This is an optimization exercise on Yosys and OpenROAD, whose aim is small area and a short achievable clock period, not a production implementation.
Where RTL was checked, it was by simulation tests only, not by an equivalence proof against the original.
Power is estimated from default activity; no workload was simulated.

==> flow/design.v (excerpt) <==
module MAC(clk, reset, X, Y, reg_Pro);
  input clk, reset;
  input [7:0] X;
  input [7:0] Y;
  output reg [15:0] reg_Pro;
  wire p00_d = X[0] & Y[0];
  wire p01_d = X[0] & Y[1];
  wire p02_d = X[0] & Y[2];
  wire p03_d = X[0] & Y[3];
  wire p04_d = X[0] & Y[4];
  wire p05_d = X[0] & Y[5];
  wire p06_d = X[0] & Y[6];
  wire p07_d = X[0] & Y[7];
  wire p10_d = X[1] & Y[0];
  wire p11_d = X[1] & Y[1];
  wire p12_d = X[1] & Y[2];
  wire p13_d = X[1] & Y[3];
  wire p14_d = X[1] & Y[4];
  wire p15_d = X[1] & Y[5];
  wire p16_d = X[1] & Y[6];
  wire p17_d = X[1] & Y[7];
  wire p20_d = X[2] & Y[0];
  wire p21_d = X[2] & Y[1];
  wire p22_d = X[2] & Y[2];
  wire p23_d = X[2] & Y[3];
  wire p24_d = X[2] & Y[4];
  wire p25_d = X[2] & Y[5];
  wire p26_d = X[2] & Y[6];
  wire p27_d = X[2] & Y[7];
  wire p30_d = X[3] & Y[0];
  wire p31_d = X[3] & Y[1];
  wire p32_d = X[3] & Y[2];
  wire p33_d = X[3] & Y[3];
  wire p34_d = X[3] & Y[4];
  wire p35_d = X[3] & Y[5];
  wire p36_d = X[3] & Y[6];
  wire p37_d = X[3] & Y[7];
  wire p40_d = X[4] & Y[0];
  wire p41_d = X[4] & Y[1];
  wire p42_d = X[4] & Y[2];
  wire p43_d = X[4] & Y[3];
  wire p44_d = X[4] & Y[4];
  wire p45_d = X[4] & Y[5];
  wire p46_d = X[4] & Y[6];
  wire p47_d = X[4] & Y[7];
  wire p50_d = X[5] & Y[0];
  wire p51_d = X[5] & Y[1];
  wire p52_d = X[5] & Y[2];
  wire p53_d = X[5] & Y[3];
  wire p54_d = X[5] & Y[4];
  wire p55_d = X[5] & Y[5];
  wire p56_d = X[5] & Y[6];
  ...
For scale: ~350 cells after synthesis, ~49 flip-flops, ~0.0035 mm² of cells after synthesis.
clock: 5.5 ns
lec_check: 0
cap_margin: 20
core_margin: 2
core_utilization: 40
setup_slack_margin: 2.5
slew_margin: 20
run.sh (not shown) runs the stock make flow with config.mk's settings and CLKGATE_MAP_FILE= SYNTH_SCRIPT=/design/flow/synth_recipe.tcl, a recipe that flattens the netlist after the stock synthesis.
Rerun with:
--- a/flow/design.v
+++ b/flow/design.v
@@ -415,21 +415,29 @@
   wire c37 = (s14 & s26) | (s26 & c25) | (c25 & s14);
   wire s38 = s16 ^ s27 ^ c26;
   wire c38 = (s16 & s27) | (s27 & c26) | (c26 & s16);
   wire s39 = s18 ^ s28 ^ c27;
   wire c39 = (s18 & s28) | (s28 & c27) | (c27 & s18);
   wire s40 = s20 ^ s29 ^ c28;
   wire c40 = (s20 & s29) | (s29 & c28) | (c28 & s20);
   wire s41 = p57 ^ s30 ^ c29;
   wire c41 = (p57 & s30) | (s30 & c29) | (c29 & p57);
   wire [15:4] row1 = {1'b0,p77,s42,s41,s40,s39,s38,s37,s36,s35,s34,s33};
   wire [15:4] row2 = {1'b0,c42,c41,c40,c39,c38,c37,c36,c35,c34,c33,c32};
-  wire [3:0] a3 = row1[15:12] + row2[15:12];
-  wire [3:0] a2 = row1[11:8] + row2[11:8];
-  wire [3:0] a1 = row1[7:4] + row2[7:4];
-  wire [3:0] a0 = a0_q;
-  wire [15:0] approx = {a3, a2, a1, a0};
+  wire [15:4] cs_s = reg_Pro[15:4] ^ row1[15:4] ^ row2[15:4];
+  wire [15:4] cs_c = (reg_Pro[15:4] & row1[15:4]) | (row1[15:4] & row2[15:4]) | (row2[15:4] & reg_Pro[15:4]);
+  wire [4:0] n0 = {1'b0, reg_Pro[3:0]} + {1'b0, a0_q};
+  wire d1 = ({1'b0, row1[7:4]} + {1'b0, row2[7:4]}) > 5'd15;
+  wire ci1 = n0[4];
+  wire [4:0] n1 = {1'b0, cs_s[7:4]} + {1'b0, cs_c[6:4], 1'b0} + {4'd0, ci1};
+  wire d2 = ({1'b0, row1[11:8]} + {1'b0, row2[11:8]}) > 5'd15;
+  wire ci2 = (cs_c[7] & ~d1) | ((cs_c[7] | ~d1) & n1[4]);
+  wire [4:0] n2 = {1'b0, cs_s[11:8]} + {1'b0, cs_c[10:8], 1'b0} + {4'd0, ci2};
+  wire d3 = ({1'b0, row1[15:12]} + {1'b0, row2[15:12]}) > 5'd15;
+  wire ci3 = (cs_c[11] & ~d2) | ((cs_c[11] | ~d2) & n2[4]);
+  wire [4:0] n3 = {1'b0, cs_s[15:12]} + {1'b0, cs_c[14:12], 1'b0} + {4'd0, ci3};
+  wire [15:0] nxt = {n3[3:0], n2[3:0], n1[3:0], n0[3:0]};
   always @(posedge clk) begin
     if (reset) reg_Pro <= 16'd0;
-    else reg_Pro <= reg_Pro + approx;
+    else reg_Pro <= nxt;
   end
 endmodule
Synthesized area is lower by a few percent; synthesized cell count is lower by about a fifth; worst setup slack degrades by 950 ps; cell area is lower by a few percent; sequential power is higher by a few percent; wire length is lower by roughly a tenth; final cell count is lower by roughly a tenth; count of clock-buffer cells in the layout is lower by 1; clock power is higher by a quarter to a third; global-route usage is higher by 0.50 points; power is lower by about a fifth; combinational power is lower by a quarter to a third; via count is lower by about a fifth.
No run of this note included a check of the RTL's function; only the layout flow was run.

========
## run 1
MAC, a different RTL version from the one above (not shown whole).
For scale: ~34 I/O pins.
Settings: LEC_CHECK=0, CAP_MARGIN=20, CORE_MARGIN=2, CORE_UTILIZATION=40, SETUP_SLACK_MARGIN=2.85, SLEW_MARGIN=20, SYNTH_HIERARCHICAL=1, SYNTH_MINIMUM_KEEP_SIZE=0; clock period 5.5 ns.
standard.sh (not shown) runs the stock make flow with config.mk's settings and CLKGATE_MAP_FILE= SYNTH_SCRIPT=/design/flow/synth_recipe.tcl, a recipe that flattens the netlist after the stock synthesis.
==> flow/flow/run.sh <==
#!/bin/bash
# The standard layout (standard.sh), with the port buffers that placement inserts
# made the smallest buffer; repair_timing upsizes those on critical paths.
set -euo pipefail
bash standard.sh "BUFFER_PORTS_ARGS=-buffer_cell sky130_fd_sc_hd__buf_1" finish > standard_flow.log 2>&1
Modified inputs, run 2 compared to run 1
--- a/flow/design.v
+++ b/flow/design.v
@@ -280,37 +280,37 @@
   wire p75_d = X[7] & Y[5];
   wire p76_d = X[7] & Y[6];
   wire p77_d = X[7] & Y[7];
   wire s1_d, c1_d;
   halfAdder u_s1(p60_d, p51_d, s1_d, c1_d);
   wire s2_d, c2_d;
-  fullAdderF h2(p70_d, p61_d, p52_d, s2_d, c2_d);
+  fullAdder h2(p70_d, p61_d, p52_d, s2_d, c2_d);
   wire s3_d, c3_d;
   halfAdder u_s3(p43_d, p34_d, s3_d, c3_d);
   wire s4_d, c4_d;
-  fullAdderF h4(p62_d, p53_d, p44_d, s4_d, c4_d);
+  fullAdder h4(p62_d, p53_d, p44_d, s4_d, c4_d);
   wire s5_d, c5_d;
   halfAdder u_s5(p26_d, p35_d, s5_d, c5_d);
   wire s6_d, c6_d;
-  fullAdderF h6(p36_d, p45_d, p54_d, s6_d, c6_d);
+  fullAdder h6(p36_d, p45_d, p54_d, s6_d, c6_d);
   wire s7_d, c7_d;
   halfAdder u_s7(p31_d, p40_d, s7_d, c7_d);
   wire s8_d, c8_d;
   halfAdder u_s8(p14_d, p23_d, s8_d, c8_d);
   wire s9_d, c9_d;
   fullAdder h9(p32_d, p50_d, p41_d, s9_d, c9_d);
   wire s10_d, c10_d;
   fullAdder h10(p06_d, p15_d, p24_d, s10_d, c10_d);
   wire s11_d, c11_d;
-  fullAdderF h11(p33_d, p42_d, s1_d, s11_d, c11_d);
+  fullAdder h11(p33_d, p42_d, s1_d, s11_d, c11_d);
   wire s12_d, c12_d;
   fullAdder h12(p07_d, p16_d, p25_d, s12_d, c12_d);
   wire s13_d, c13_d;
   fullAdderF h13(c1_d, s3_d, s2_d, s13_d, c13_d);
   wire s14_d, c14_d;
-  fullAdderF h14(p71_d, p17_d, s5_d, s14_d, c14_d);
+  fullAdder h14(p71_d, p17_d, s5_d, s14_d, c14_d);
   wire s15_d, c15_d;
   fullAdderF h15(c3_d, c2_d, s4_d, s15_d, c15_d);
   wire s16_d, c16_d;
   fullAdder h16(p63_d, p27_d, p72_d, s16_d, c16_d);
   wire s17_d, c17_d;
   fullAdderF h17(c5_d, c4_d, s6_d, s17_d, c17_d);
@@ -344,13 +344,13 @@
   halfAdder u_s31(p11_d, p20_d, s31_d, c31_d);
   wire s32_d, c32_d;
   fullAdder h32(p03_d, p12_d, s21_d, s32_d, c32_d);
   wire s33_d, c33_d;
   fullAdder h33(p04_d, c21_d, s22_d, s33_d, c33_d);
   wire s34_d, c34_d;
-  fullAdderF h34(p05_d, c22_d, s23_d, s34_d, c34_d);
+  fullAdder h34(p05_d, s23_d, c22_d, s34_d, c34_d);
   wire s35_d, c35_d;
   fullAdderF h35(s10_d, c23_d, s24_d, s35_d, c35_d);
   wire s36_d, c36_d;
   fullAdderF h36(s12_d, c24_d, s25_d, s36_d, c36_d);
   wire s37_d, c37_d;
   fullAdderF h37(s14_d, c25_d, s26_d, s37_d, c37_d);
@@ -360,13 +360,13 @@
   fullAdderF h40(s18_d, c27_d, s28_d, s39_d, c39_d);
   wire s40_d, c40_d;
   fullAdderF h41(s20_d, s29_d, c28_d, s40_d, c40_d);
   wire s41_d, c41_d;
   fullAdderF h42(p57_d, s30_d, c29_d, s41_d, c41_d);
   wire s42_d, c42_d;
-  fullAdderF h43(p67_d, p76_d, c30_d, s42_d, c42_d);
+  fullAdder h43(p67_d, p76_d, c30_d, s42_d, c42_d);
   wire [3:0] a0_d = {s32_d,p02_d,p01_d,p00_d} + {c31_d,s31_d,p10_d,1'b0};
   reg c32_q, s33_q, c33_q, s34_q, c34_q, s35_q, c35_q, s36_q, c36_q, s37_q, c37_q, s38_q, c38_q, s39_q, c39_q, s40_q, c40_q, s41_q, c41_q, s42_q, c42_q, p77_q;
   reg [3:0] a0_q;
   always @(posedge clk) begin
     c32_q <= c32_d;
     s33_q <= s33_d;
@@ -413,18 +413,14 @@
   wire c41 = c41_q;
   wire s42 = s42_q;
   wire c42 = c42_q;
   wire p77 = p77_q;
   wire [15:4] row1 = {1'b0,p77,s42,s41,s40,s39,s38,s37,s36,s35,s34,s33};
   wire [15:4] row2 = {1'b0,c42,c41,c40,c39,c38,c37,c36,c35,c34,c33,c32};
-  wire [3:0] dg1 = row1[7:4] & row2[7:4];
-  wire [3:0] dt1 = row1[7:4] | row2[7:4];
-  wire d1 = dg1[3] | (dt1[3] & dg1[2]) | (dt1[3] & dt1[2] & dg1[1]) | (dt1[3] & dt1[2] & dt1[1] & dg1[0]);
-  wire [3:0] dg2 = row1[11:8] & row2[11:8];
-  wire [3:0] dt2 = row1[11:8] | row2[11:8];
-  wire d2 = dg2[3] | (dt2[3] & dg2[2]) | (dt2[3] & dt2[2] & dg2[1]) | (dt2[3] & dt2[2] & dt2[1] & dg2[0]);
+  wire d1 = ({1'b0, row1[7:4]} + {1'b0, row2[7:4]}) > 5'd15;
+  wire d2 = ({1'b0, row1[11:8]} + {1'b0, row2[11:8]}) > 5'd15;
   wire [15:4] cs_s, cs_c;
   fullAdder u_cs4(reg_Pro[4], row2[4], row1[4], cs_s[4], cs_c[4]);
   fullAdder u_cs5(reg_Pro[5], row2[5], row1[5], cs_s[5], cs_c[5]);
   fullAdder u_cs6(reg_Pro[6], row2[6], row1[6], cs_s[6], cs_c[6]);
   fullAdder u_cs7(reg_Pro[7], row2[7], row1[7], cs_s[7], cs_c[7]);
   fullAdder u_cs8(reg_Pro[8], row2[8], row1[8], cs_s[8], cs_c[8]);
==> notes.md <==
- Compared with run 1, in run 2 post-route cell area has increased, post-cts gate resize count went up, area fraction in compound gates after synthesis went down 2.1 points, fmax shows a reduction of 3.1%.
- Synthesized area in run 2 is about 2% lower than in run 1
No functional check of the RTL was part of any run of this note.

========
Setup of birch:
MAC, a different RTL version from the one above (not shown whole).
For scale: about 290 cells after synthesis, roughly 42 flip-flops, roughly 3100 um^2 of cells after synthesis.
make LEC_CHECK=0 CAP_MARGIN=20 CORE_MARGIN=2 CORE_UTILIZATION=40 SETUP_SLACK_MARGIN=2.5 SLEW_MARGIN=20 finish   # period 5.5 ns
run.sh (not shown) runs the stock make flow with config.mk's settings and CLKGATE_MAP_FILE= SYNTH_SCRIPT=/design/flow/synth_recipe.tcl, a recipe that flattens the netlist after the stock synthesis.
Stock flow here: none of the scripts above is used.
birch | stages: all done | timing, DRC, antenna: all pass
What pine does differently from birch at the input level:
--- a/flow/design.v
+++ b/flow/design.v
@@ -401,29 +401,21 @@
   wire s39 = s39_q;
   wire c39 = c39_q;
   wire s40 = s40_q;
   wire c40 = c40_q;
   wire s41 = s41_q;
   wire c41 = c41_q;
   wire s42 = s42_q;
   wire c42 = c42_q;
   wire p77 = p77_q;
   wire [15:4] row1 = {1'b0,p77,s42,s41,s40,s39,s38,s37,s36,s35,s34,s33};
   wire [15:4] row2 = {1'b0,c42,c41,c40,c39,c38,c37,c36,c35,c34,c33,c32};
-  wire [15:4] cs_s = reg_Pro[15:4] ^ row1[15:4] ^ row2[15:4];
-  wire [15:4] cs_c = (reg_Pro[15:4] & row1[15:4]) | (row1[15:4] & row2[15:4]) | (row2[15:4] & reg_Pro[15:4]);
-  wire [4:0] n0 = {1'b0, reg_Pro[3:0]} + {1'b0, a0_q};
-  wire d1 = ({1'b0, row1[7:4]} + {1'b0, row2[7:4]}) > 5'd15;
-  wire ci1 = n0[4];
-  wire [4:0] n1 = {1'b0, cs_s[7:4]} + {1'b0, cs_c[6:4], 1'b0} + {4'd0, ci1};
-  wire d2 = ({1'b0, row1[11:8]} + {1'b0, row2[11:8]}) > 5'd15;
-  wire ci2 = (cs_c[7] & ~d1) | ((cs_c[7] | ~d1) & n1[4]);
-  wire [4:0] n2 = {1'b0, cs_s[11:8]} + {1'b0, cs_c[10:8], 1'b0} + {4'd0, ci2};
-  wire d3 = ({1'b0, row1[15:12]} + {1'b0, row2[15:12]}) > 5'd15;
-  wire ci3 = (cs_c[11] & ~d2) | ((cs_c[11] | ~d2) & n2[4]);
-  wire [4:0] n3 = {1'b0, cs_s[15:12]} + {1'b0, cs_c[14:12], 1'b0} + {4'd0, ci3};
-  wire [15:0] nxt = {n3[3:0], n2[3:0], n1[3:0], n0[3:0]};
+  wire [3:0] a3 = row1[15:12] + row2[15:12];
+  wire [3:0] a2 = row1[11:8] + row2[11:8];
+  wire [3:0] a1 = row1[7:4] + row2[7:4];
+  wire [3:0] a0 = a0_q;
+  wire [15:0] approx = {a3, a2, a1, a0};
   always @(posedge clk) begin
     if (reset) reg_Pro <= 16'd0;
-    else reg_Pro <= nxt;
+    else reg_Pro <= reg_Pro + approx;
   end
 endmodule
pine — global-route wire length before repair about 4.3% higher, birch as reference
Overall power consumption of pine falls short of that of birch slightly.
Critical path depth on pine is down relative to birch.
Routed length per instance delta (pine -> birch): insignificant
pine does better than birch on summed area of non-filler cells in the final layout.
Number of ordinary inverters in the final layout ended up 4.8% lower on pine than on birch.
No run of this note included a check of the RTL's function; only the layout flow was run.

========
== run C ==
The RTL this note starts from:
==> flow/design.v <==
module halfAdder ( a ,b ,sum ,carry );
output sum ;
output carry ;
input a ;
input b ;
assign  sum = a ^ b ;  
assign  carry = a & b;
endmodule
module fullAdder (input a ,b ,cin ,
output sum ,carry );
assign  sum = a ^ b ^ cin;  
assign  carry = (a&b) | (b&cin) | (cin&a);
endmodule
module adder4( a ,b ,cin, sum ,carry );
output [3:0] sum ;
output carry ;
input [3:0] a ;
input [3:0] b ;
input cin;
wire [2:0]s;
fullAdder u0 (a[0],b[0],1'b0,sum[0],s[0]);
fullAdder u1 (a[1],b[1],s[0],sum[1],s[1]);
fullAdder u2 (a[2],b[2],s[1],sum[2],s[2]);
fullAdder u3 (a[3],b[3],s[2],sum[3],carry);
endmodule
module alpha_adder16(a,b,cin,sum,carry );
output [15:0] sum ;
output carry ;
input [15:0] a ;
input [15:0] b ;
input cin;
wire [2:0]c;
adder4 a0 (a[3:0],b[3:0],0,sum[3:0],c[0]);
adder4 a1 (a[7:4],b[7:4],c[0],sum[7:4],c[1]);
adder4 a2 (a[11:8],b[11:8],c[1],sum[11:8],c[2]);
adder4 a3 (a[15:12],b[15:12],c[2],sum[15:12],carry);
endmodule
`timescale 1ns / 1ps
module reg_in(clk,in,out);
input clk;
input [7:0]in;
output reg [7:0]out;
always@(posedge clk)
begin
	out<=in;
end
endmodule
module PPG(X,Y,p00,p01,p02,p03,p04,p05,p06,p07,p10,p11,p12,p13,p14,p15,p16,p17,p20,p21,p22,p23,p24,p25,
          p26,p27,p30,p31,p32,p33,p34,p35,p36,p37,p40,p41,p42,p43,p44,p45,p46,p47,p50,p51,p52,p53,
          p54,p55,p56,p57,p60,p61,p62,p63,p64,p65,p66,p67,p70,p71,p72,p73,p74,p75,p76,p77);
      input [7:0] X;
      input [7:0] Y;
		output p00,p01,p02,p03,p04,p05,p06,p07,p10,p11,p12,p13,p14,p15,p16,p17,p20,p21,p22,p23,p24,p25,
           p26,p27,p30,p31,p32,p33,p34,p35,p36,p37,p40,p41,p42,p43,p44,p45,p46,p47,p50,p51,p52,p53,
           p54,p55,p56,p57,p60,p61,p62,p63,p64,p65,p66,p67,p70,p71,p72,p73,p74,p75,p76,p77;
	 assign     p10 = X[1] & Y[0];
    assign     p20 = X[2] & Y[0];
    assign     p30 = X[3] & Y[0];
    assign     p40 = X[4] & Y[0];
    assign     p50 = X[5] & Y[0];
    assign     p60 = X[6] & Y[0];
    assign     p70 = X[7] & Y[0];
    assign     p01 = X[0] & Y[1];
    assign     p11 = X[1] & Y[1];
    assign     p21 = X[2] & Y[1];
    assign     p31 = X[3] & Y[1];
    assign     p41 = X[4] & Y[1];
    assign     p51 = X[5] & Y[1];
    assign     p61 = X[6] & Y[1];
    assign     p71 = X[7] & Y[1];
    assign     p00 = X[0] & Y[0];
    assign     p02 = X[0] & Y[2];
    assign     p12 = X[1] & Y[2];
    assign     p22 = X[2] & Y[2];
    assign     p32 = X[3] & Y[2];
    assign     p42 = X[4] & Y[2];
    assign     p52 = X[5] & Y[2];
    assign     p62 = X[6] & Y[2];
    assign     p72 = X[7] & Y[2];
    assign     p03 = X[0] & Y[3];
    assign     p13 = X[1] & Y[3];
    assign     p23 = X[2] & Y[3];
    assign     p33 = X[3] & Y[3];
    assign     p43 = X[4] & Y[3];
    assign     p53 = X[5] & Y[3];
    assign     p63 = X[6] & Y[3];
    assign     p73 = X[7] & Y[3];
    assign     p04 = X[0] & Y[4];
    assign     p14 = X[1] & Y[4];
    assign     p24 = X[2] & Y[4];
    assign     p34 = X[3] & Y[4];
    assign     p44 = X[4] & Y[4];
    assign     p54 = X[5] & Y[4];
    assign     p64 = X[6] & Y[4];
    assign     p74 = X[7] & Y[4];
    assign     p05 = X[0] & Y[5];
    assign     p15 = X[1] & Y[5];
    assign     p25 = X[2] & Y[5];
    assign     p35 = X[3] & Y[5];
    assign     p45 = X[4] & Y[5];
    assign     p55 = X[5] & Y[5];
    assign     p65 = X[6] & Y[5];
    assign     p75 = X[7] & Y[5];
    assign     p06 = X[0] & Y[6];
    assign     p16 = X[1] & Y[6];
    assign     p26 = X[2] & Y[6];
    assign     p36 = X[3] & Y[6];
    assign     p46 = X[4] & Y[6];
    assign     p56 = X[5] & Y[6];
    assign     p66 = X[6] & Y[6];
    assign     p76 = X[7] & Y[6];
    assign     p07 = X[0] & Y[7];
    assign     p17 = X[1] & Y[7];
    assign     p27 = X[2] & Y[7];
    assign     p37 = X[3] & Y[7];
    assign     p47 = X[4] & Y[7];
    assign     p57 = X[5] & Y[7];
    assign     p67 = X[6] & Y[7];
    assign     p77 = X[7] & Y[7];
endmodule
module PPR(p00,p01,p02,p03,p04,p05,p06,p07,p10,p11,p12,p13,p14,p15,p16,p17,p20,p21,p22,p23,p24,p25,
          p26,p27,p30,p31,p32,p33,p34,p35,p36,p37,p40,p41,p42,p43,p44,p45,p46,p47,p50,p51,p52,p53,
          p54,p55,p56,p57,p60,p61,p62,p63,p64,p65,p66,p67,p70,p71,p72,p73,p74,p75,p76,p77,row1,row2);
input     p00,p01,p02,p03,p04,p05,p06,p07,p10,p11,p12,p13,p14,p15,p16,p17,p20,p21,p22,p23,p24,p25,
          p26,p27,p30,p31,p32,p33,p34,p35,p36,p37,p40,p41,p42,p43,p44,p45,p46,p47,p50,p51,p52,p53,
          p54,p55,p56,p57,p60,p61,p62,p63,p64,p65,p66,p67,p70,p71,p72,p73,p74,p75,p76,p77;
	 output [15:0] row1;
    output [15:0] row2;	 
     wire  [42:1] s;
     wire  [42:1] c;
 	  halfAdder  h1(p60,p51,s[1],c[1]);
     fullAdder  h2(p70,p61,p52,s[2],c[2]);
     halfAdder  h3(p43,p34,s[3],c[3]);
     fullAdder  h4(p62,p53,p44,s[4],c[4]);
     halfAdder  h5(p26,p35,s[5],c[5]);
     fullAdder  h6(p36,p45,p54,s[6],c[6]);
    halfAdder  h7(p31,p40,s[7],c[7]);
    halfAdder  h8(p14,p23,s[8],c[8]);
    fullAdder  h9(p32,p50,p41,s[9],c[9]);
    fullAdder  h10(p06,p15,p24,s[10],c[10]);
    fullAdder  h11(p33,p42,s[1],s[11],c[11]);
    fullAdder  h12(p07,p16,p25,s[12],c[12]);    
    fullAdder  h13(s[2],s[3],c[1],s[13],c[13]);
    fullAdder  h14(p71,p17,s[5],s[14],c[14]);
    fullAdder  h15(c[2],s[4],c[3],s[15],c[15]);
    fullAdder  h16(p63,p27,p72 ,s[16],c[16]);
    fullAdder  h17(s[6],c[4], c[5],s[17],c[17]);
    fullAdder  h18(p55,p64,p73,s[18],c[18]);
    fullAdder  h19(p37,p46,c[6],s[19],c[19]);
    fullAdder  h20(p56,p65,p74,s[20],c[20]);
    halfAdder  h21(p21,p30,s[21],c[21]);
    fullAdder  h22(p13,p22,s[7],s[22],c[22]);
    fullAdder  h23(s[8],s[9],c[7],s[23],c[23]);
    fullAdder  h24(s[11],c[8],c[9],s[24],c[24]);
    fullAdder  h25(s[13],c[10],c[11],s[25],c[25]);
    fullAdder  h26(s[15],c[12],c[13],s[26],c[26]);
    fullAdder  h27(s[17],c[14],c[15],s[27],c[27]);
    fullAdder  h28(s[19],c[16],c[17],s[28],c[28]);
    fullAdder  h29(c[18],c[19],p47,s[29],c[29]);
    fullAdder  h30(p66,p75,c[20],s[30],c[30]);
    halfAdder  h31(p11,p20,s[31],c[31]);
    fullAdder  h32(p03,p12,s[21],s[32],c[32]);
    fullAdder  h33(p04,c[21],s[22],s[33],c[33]);
    fullAdder  h34(p05,s[23],c[22],s[34],c[34]);
    fullAdder  h35(s[10],s[24],c[23],s[35],c[35]);
    fullAdder  h36(s[12],s[25],c[24],s[36],c[36]);
    fullAdder  h37(s[14],s[26],c[25],s[37],c[37]);
    fullAdder  h38(s[16],s[27],c[26],s[38],c[38]);
    fullAdder  h40(s[18],s[28],c[27],s[39],c[39]);
    fullAdder  h41(s[20],s[29],c[28],s[40],c[40]);
    fullAdder  h42(p57,s[30],c[29],s[41],c[41]);
    fullAdder  h43(p67,p76,c[30],s[42],c[42]);
    assign row1[0] = p00;
    assign row1[1] = p01;
    assign row1[2] = p02;
    assign row1[3] = s[32];
    assign row1[4] = s[33];
    assign row1[5] = s[34];
    assign row1[6] = s[35];
    assign row1[7] = s[36];
    assign row1[8] = s[37];
    assign row1[9] = s[38];
    assign row1[10]= s[39];
    assign row1[11]= s[40];
    assign row1[12]= s[41];
    assign row1[13]= s[42];
    assign row1[14]= p77;
    assign row1[15]= 0;
    assign row2[0] = 0;
    assign row2[1] = p10;
    assign row2[2] = s[31];
    assign row2[3] = c[31];
    assign row2[4] = c[32];
    assign row2[5] = c[33];
    assign row2[6] = c[34];
    assign row2[7] = c[35];
    assign row2[8] = c[36];
    assign row2[9] = c[37];
    assign row2[10]= c[38];
    assign row2[11]= c[39];
    assign row2[12]= c[40];
    assign row2[13]= c[41];
    assign row2[14]= c[42];
    assign row2[15]= 0;
endmodule
`timescale 1ns / 1ps
module MAC( clk,reset,X,Y,reg_Pro );
  input clk,reset;
  input [7:0] X;
  input [7:0] Y;
  output reg [15:0] reg_Pro;
  wire [15:0] row1;
  wire [15:0] row2;
  wire [15:0] Pro;
  wire [7:0] reg_X = X;
  wire [7:0] reg_Y = Y;
  PPG PP1(reg_X,reg_Y,p00,p01,p02,p03,p04,p05,p06,p07,p10,p11,p12,p13,p14,p15,p16,p17,p20,p21,p22,p23,p24,p25,
          p26,p27,p30,p31,p32,p33,p34,p35,p36,p37,p40,p41,p42,p43,p44,p45,p46,p47,p50,p51,p52,p53,
          p54,p55,p56,p57,p60,p61,p62,p63,p64,p65,p66,p67,p70,p71,p72,p73,p74,p75,p76,p77);
  PPR PP2(p00,p01,p02,p03,p04,p05,p06,p07,p10,p11,p12,p13,p14,p15,p16,p17,p20,p21,p22,p23,p24,p25,
          p26,p27,p30,p31,p32,p33,p34,p35,p36,p37,p40,p41,p42,p43,p44,p45,p46,p47,p50,p51,p52,p53,
          p54,p55,p56,p57,p60,p61,p62,p63,p64,p65,p66,p67,p70,p71,p72,p73,p74,p75,p76,p77,row1,row2);
  alpha_adder16 a(row1,row2,1'b0,Pro,carry);
  reg [15:0] reg_A;
  always @(posedge clk) begin
    reg_A <= Pro;
    if (reset) reg_Pro <= 0;
    else reg_Pro <= reg_Pro + reg_A;
  end
endmodule
clock: 5.5 ns
lec_check: 0
cap_margin: 20
core_margin: 2
core_utilization: 40
slew_margin: 20
Run C finished all stages; the layout is clean.
#### Input delta (run B over run C)
-- flow/design.v --
<<< run C, line 206
`timescale 1ns / 1ps
module MAC( clk,reset,X,Y,reg_Pro );
  input clk,reset;
  input [7:0] X;
  input [7:0] Y;
  output reg [15:0] reg_Pro;
  wire [15:0] row1;
  wire [15:0] row2;
  wire [15:0] Pro;
  wire [7:0] reg_X = X;
  wire [7:0] reg_Y = Y;
  PPG PP1(reg_X,reg_Y,p00,p01,p02,p03,p04,p05,p06,p07,p10,p11,p12,p13,p14,p15,p16,p17,p20,p21,p22,p23,p24,p25,
          p26,p27,p30,p31,p32,p33,p34,p35,p36,p37,p40,p41,p42,p43,p44,p45,p46,p47,p50,p51,p52,p53,
>>> run B, line 206
`timescale 1ns / 1ps
module MAC( clk,reset,X,Y,reg_Pro );
        input clk,reset;
		  input [7:0] X;
        input [7:0] Y;
  wire [7:0] reg_X;
  wire [7:0] reg_Y;
  wire [15:0] row1;
  wire [15:0] row2;
  wire [15:0] Pro;
  output reg  [15:0] reg_Pro;
  reg_in R1(clk,X,reg_X);
  reg_in R2(clk,Y,reg_Y);
  PPG PP1(reg_X,reg_Y,p00,p01,p02,p03,p04,p05,p06,p07,p10,p11,p12,p13,p14,p15,p16,p17,p20,p21,p22,p23,p24,p25,
          p26,p27,p30,p31,p32,p33,p34,p35,p36,p37,p40,p41,p42,p43,p44,p45,p46,p47,p50,p51,p52,p53,
<<< run C, line 222
          p54,p55,p56,p57,p60,p61,p62,p63,p64,p65,p66,p67,p70,p71,p72,p73,p74,p75,p76,p77,row1,row2);
  alpha_adder16 a(row1,row2,1'b0,Pro,carry);
  reg [15:0] reg_A;
  always @(posedge clk) begin
    reg_A <= Pro;
    if (reset) reg_Pro <= 0;
    else reg_Pro <= reg_Pro + reg_A;
  end
endmodule
>>> run B, line 224
          p54,p55,p56,p57,p60,p61,p62,p63,p64,p65,p66,p67,p70,p71,p72,p73,p74,p75,p76,p77,row1,row2);
  alpha_adder16 a(row1,row2,1'b0,Pro,carry);
always@(posedge clk)
begin
if (reset)
	reg_Pro<=0;
else
	reg_Pro<=Pro+reg_Pro;
end
endmodule
## What came out
- Global-route track usage on met2: run B vs run C — no meaningful difference
- Diff run C -> run B: multiplexer area fraction after synthesis fell by 0.24 points, relative contribution of the clock network to total power rose by 2.4 points, number of cells on the worst reg-to-reg path rose by 10.
- Run C -> run B: inverter count increased by more than 10%
- Aggregate routed wire length ends up lower on run C.
- On run B: amount of wire on met3 after detailed routing is about 6.4% higher than what run C gave.
- Run B: total routed wire length on the met1 layer is about 1.9% lower than what run C reported.
- Run B closes out successfully: all stages finished, all timing, DRC and antenna checks passed.
- Across both runs, number of signal-net buffers in the layout was higher for run B than for run C.
- The lower per-cell via count in the routed design came out of run B.
- Going from run C to run B, wire length of the first global-routing pass shrinks by about 1%.
The RTL of run C was laid out without a check of its function.

port drivers added, routing unchanged:
In the flow no input, the clock included, has a driving cell. The finished layouts below were timed again as built, in two steps.
Step 1, drivers: a clkbuf_16 drives clk and a buf_2 each remaining input, both assumed.
Step 2 also shifts input and output timing later by t, the mid clock arrival at the registers, as if the neighbouring blocks saw the same clock.
Slacks: ideal / step 1 / step 2; pairs: ideal / step 1.
run	t (ns)	slack for setup (ns)	clock arrival spread, ns	worst slew at a driven data input, ns	cell pins on the clock port's net
the first run of note 1	0.330	2.506 / 2.506 / 2.220	0.009 / 0.009	0.03	1
the second run of note 1	0.322	1.552 / 1.553 / 1.553	0.006 / 0.006	0.03	1
run 1	0.323	2.919 / 2.926 / 2.603	0.012 / 0.011	0.03	1
run 2	0.309	2.836 / 2.824 / 2.515	0.005 / 0.004	0.06	1
birch	0.315	1.615 / 1.615 / 1.615	0.012 / 0.013	0.05	1
pine	0.313	2.348 / 2.330 / 2.017	0.006 / 0.006	0.06	1
run C	0.308	0.669 / 0.673 / 0.364	0.003 / 0.003	0.03	1
run B	0.311	0.263 / 0.263 / 0.263	0.012 / 0.012	0.04	1
After both steps setup and hold are still met in every run listed. The setup slack of pine, which loses most, moves by -0.018 ns with the drivers and by -0.331 ns with both steps.
